Background: an optimization exercise with open tools, aiming at small area and a short achievable clock period. Do not read the settings as production practice.
Function was checked by simulation only, so behaviour that the tests miss may differ from the original.

== the reference run ==
// Sqrt2
module Sqrt2 (In, Out, clk, reset);
  input  [14:0] In;    
  input  clk, reset;
  output [14:0] Out;   
  reg [23:0] d1;    
  reg [18:0] n4r;
  reg [23:0] d2;    
  reg [15:0] s1r;
  reg        rz;
  wire [14:0] xg;
  assign xg = reset ? 15'd0 : In;
  wire b0_one0;
  wire b0_two0;
  wire b0_neg0;
  assign b0_one0 = xg[0] ^ 1'b0;
  assign b0_two0 = (xg[1] & ~xg[0] & ~1'b0) | (~xg[1] & xg[0] & 1'b0);
  assign b0_neg0 = xg[1];
  wire b0_one1;
  wire b0_two1;
  wire b0_neg1;
  assign b0_one1 = xg[2] ^ xg[1];
  assign b0_two1 = (xg[3] & ~xg[2] & ~xg[1]) | (~xg[3] & xg[2] & xg[1]);
  assign b0_neg1 = xg[3];
  wire b0_one2;
  wire b0_two2;
  wire b0_neg2;
  assign b0_one2 = xg[4] ^ xg[3];
  assign b0_two2 = (xg[5] & ~xg[4] & ~xg[3]) | (~xg[5] & xg[4] & xg[3]);
  assign b0_neg2 = xg[5];
  wire b0_one3;
  wire b0_two3;
  wire b0_neg3;
  assign b0_one3 = xg[6] ^ xg[5];
  assign b0_two3 = (xg[7] & ~xg[6] & ~xg[5]) | (~xg[7] & xg[6] & xg[5]);
  assign b0_neg3 = xg[7];
  wire b0_one4;
  wire b0_two4;
  wire b0_neg4;
  ...
For scale: about 3,400 cells after synthesis.
==> flow/config.mk <==
export PLATFORM = sky130hd
export DESIGN_NAME = Sqrt2
export DESIGN_NICKNAME = Sqrt2
export VERILOG_FILES = /design/flow/design.v
export SDC_FILE = /design/flow/constraint.sdc
export NUM_CORES = 4
export LEC_CHECK = 0
export ABC_AREA = 1
export CAP_MARGIN = 20
export CORE_MARGIN = 2
export CORE_UTILIZATION = 40
export SLEW_MARGIN = 20
==> flow/constraint.sdc <==
create_clock -name core_clock -period 35.0 [get_ports {clk}]
set_input_delay 7.0000 -clock core_clock [delete_from_list [all_inputs] [get_ports {clk}]]
set_output_delay 7.0000 -clock core_clock [all_outputs]
set_load 0.01 [all_outputs]
standard.sh (not shown) runs the stock make flow with config.mk's settings and CLKGATE_MAP_FILE= SYNTH_SCRIPT=/design/flow/synth_recipe.tcl, a recipe that flattens the netlist after the stock synthesis.
==> flow/flow/run.sh <==
#!/bin/bash
# Layout flow: the standard ORFS flow (standard.sh), with two changes:
#  1. after the standard synthesis, flow/invpush.py re-polarises full-adder
#     cells (FA(~a,~b,~c) = ~FA(a,b,c)) and swaps xor2/xnor2 cells so that
#     fewer inverters are needed, and orders each full adder's inputs by
#     estimated arrival (latest on CIN, its fastest pin); the function and
#     all registers (names,
#     count, cell types) are unchanged;
#  2. the resizer's setup repair aims for a setup-slack margin of 20.5 ns, so
#     that the design is sized for speed.
# The clock period and all constraints stay the design's own.
set -euo pipefail
R="$PWD/orfs/results/$FLOW_PLATFORM/Sqrt2/base"
bash standard.sh SETUP_SLACK_MARGIN=20.5 synth > synth.log 2>&1
cp "$R/1_2_yosys.v" 1_2_yosys_standard.v
python3 flow/invpush.py 1_2_yosys_standard.v "$R/1_2_yosys.v" > invpush.log 2>&1
rm -f "$R/1_synth.odb" "$R/1_synth.sdc"
bash standard.sh SETUP_SLACK_MARGIN=20.5 finish > standard.log 2>&1
Other scripts of this flow, unchanged in this note and not shown: flow/flow/invpush.py
Edits applied to the flow inputs when going from the reference run to the trial run:
# the reference run
export LEC_CHECK = 0
export ABC_AREA = 1
export CAP_MARGIN = 20
export CORE_MARGIN = 2
export CORE_UTILIZATION = 40
export SLEW_MARGIN = 20
create_clock -name core_clock -period 35.0 [get_ports {clk}]
# the trial run
export LEC_CHECK = 0
export ABC_AREA = 1
export CAP_MARGIN = 20
export CORE_MARGIN = 2
export CORE_UTILIZATION = 40
export SLEW_MARGIN = 20
export TNS_END_PERCENT = 20
create_clock -name core_clock -period 35.0 [get_ports {clk}]
diff --git a/flow/flow/run.sh b/flow/flow/run.sh
--- a/flow/flow/run.sh
+++ b/flow/flow/run.sh
@@ -7,12 +7,12 @@
 #     all registers (names,
 #     count, cell types) are unchanged;
-#  2. the resizer's setup repair aims for a setup-slack margin of 20.5 ns, so
+#  2. the resizer's setup repair aims for a setup-slack margin of 21.5 ns, so
 #     that the design is sized for speed.
 # The clock period and all constraints stay the design's own.
 set -euo pipefail
 R="$PWD/orfs/results/$FLOW_PLATFORM/Sqrt2/base"
-bash standard.sh SETUP_SLACK_MARGIN=20.5 synth > synth.log 2>&1
+bash standard.sh SETUP_SLACK_MARGIN=21.5 synth > synth.log 2>&1
 cp "$R/1_2_yosys.v" 1_2_yosys_standard.v
 python3 flow/invpush.py 1_2_yosys_standard.v "$R/1_2_yosys.v" > invpush.log 2>&1
 rm -f "$R/1_synth.odb" "$R/1_synth.sdc"
-bash standard.sh SETUP_SLACK_MARGIN=20.5 finish > standard.log 2>&1
+bash standard.sh SETUP_SLACK_MARGIN=21.5 finish > standard.log 2>&1
Results
The trial run finished every stage and its layout cleared the timing, DRC and antenna checks. As of the trial run, multi-input logic area had risen slightly compared to the reference run. NOTE: final worst-path cycle share in the trial run falls short of that of the reference run. From the reference run to the trial run the numbers moved as follows: global routing usage on met2 barely changed, utilization climbed 1.8 points, post-CTS setup buffer count climbed 14, maximum frequency climbed about 5.4%, aggregate global-route resource usage climbed 0.20 points. The clock skew of the trial run and that of the reference run are within noise of each other. Setup slack in the trial run is larger than in the reference run.

* * *

Sqrt2 again, from the RTL that the note above started with.
Settings: LEC_CHECK=0, ABC_AREA=1, CAP_MARGIN=20, CORE_MARGIN=2, CORE_UTILIZATION=40, SLEW_MARGIN=20; clock period 35.0 ns.
==> flow/flow/run.sh <==
#!/bin/bash
# Layout flow: the standard ORFS flow (standard.sh) unchanged, except that
# the resizer's setup repair (floorplan, CTS and global-route stages) aims for
# a setup-slack margin of 22 ns, so that the design is sized for speed. The
# clock period and all constraints stay the design's own.
set -o pipefail
bash standard.sh SETUP_SLACK_MARGIN=22 finish > standard.log 2>&1
The starting point passed the timing, DRC and antenna checks.
Change:
==> flow/flow/run.sh (replaced) <==
#!/bin/bash
# Layout flow: the standard ORFS flow (standard.sh) unchanged, except that
# the resizer's setup repair (floorplan, CTS and global-route stages) aims for
# a setup-slack margin of 21 ns, so that the design is sized for speed. The
# clock period and all constraints stay the design's own.
set -o pipefail
bash standard.sh SETUP_SLACK_MARGIN=21 finish > standard.log 2>&1
=> Final cell count is lower by a few percent. Routed wire length is lower by a few percent. Utilization is lower by 4.6 points.
Change:
==> flow/flow/run.sh (replaced) <==
#!/bin/bash
# Layout flow: the standard ORFS flow (standard.sh) unchanged, except that
# the resizer's setup repair (floorplan, CTS and global-route stages) aims for
# a setup-slack margin of 20 ns, so that the design is sized for speed. The
# clock period and all constraints stay the design's own.
set -o pipefail
bash standard.sh SETUP_SLACK_MARGIN=20 finish > standard.log 2>&1
Effect:
- The new run finished clean
- wire length falls by 0.42%
- setup slack loses 0.56 ns
- critical path depth rises by 47
- fmax falls by 4.0%
- sequential cell count does not change
- non-clock buffer count falls by 22
- core utilization falls by 0.72 points
- die area stays the same

## static timing again, ports no longer ideal
The flow's constraints put no driver on any port. The routed layouts listed below were extracted and timed again, unchanged, in two steps.
Step 1 assumes that a clkbuf_16 drives the clock port and a buf_2 every other input.
Step 2 also shifts input and output timing later by t, the mid clock arrival at the registers, as if the neighbouring blocks saw the same clock.
Three values: ideal, step 1, step 2; two values: the first two.
| run | shift t [ns] | setup slack, ns | hold WS [ns] | latest minus earliest clock arrival (ns) |
|---|---|---|---|---|
| the reference run | 0.407 | 21.244 / 21.244 / 21.244 | 0.466 / 0.466 / 0.466 | 0.016 / 0.016 |
| the trial run | 0.408 | 21.946 / 21.890 / 22.024 | 0.466 / 0.466 / 0.466 | 0.014 / 0.015 |
| the first run of note 2 | 0.407 | 22.299 / 22.241 / 22.450 | 0.453 / 0.453 / 0.453 | 0.009 / 0.008 |
| the second run of note 2 | 0.409 | 21.422 / 21.366 / 21.632 | 0.524 / 0.524 / 0.524 | 0.007 / 0.008 |
| the third run of note 2 | 0.407 | 20.862 / 20.862 / 20.862 | 0.526 / 0.526 / 0.526 | 0.008 / 0.009 |
After both steps setup and hold are still met in every run listed.
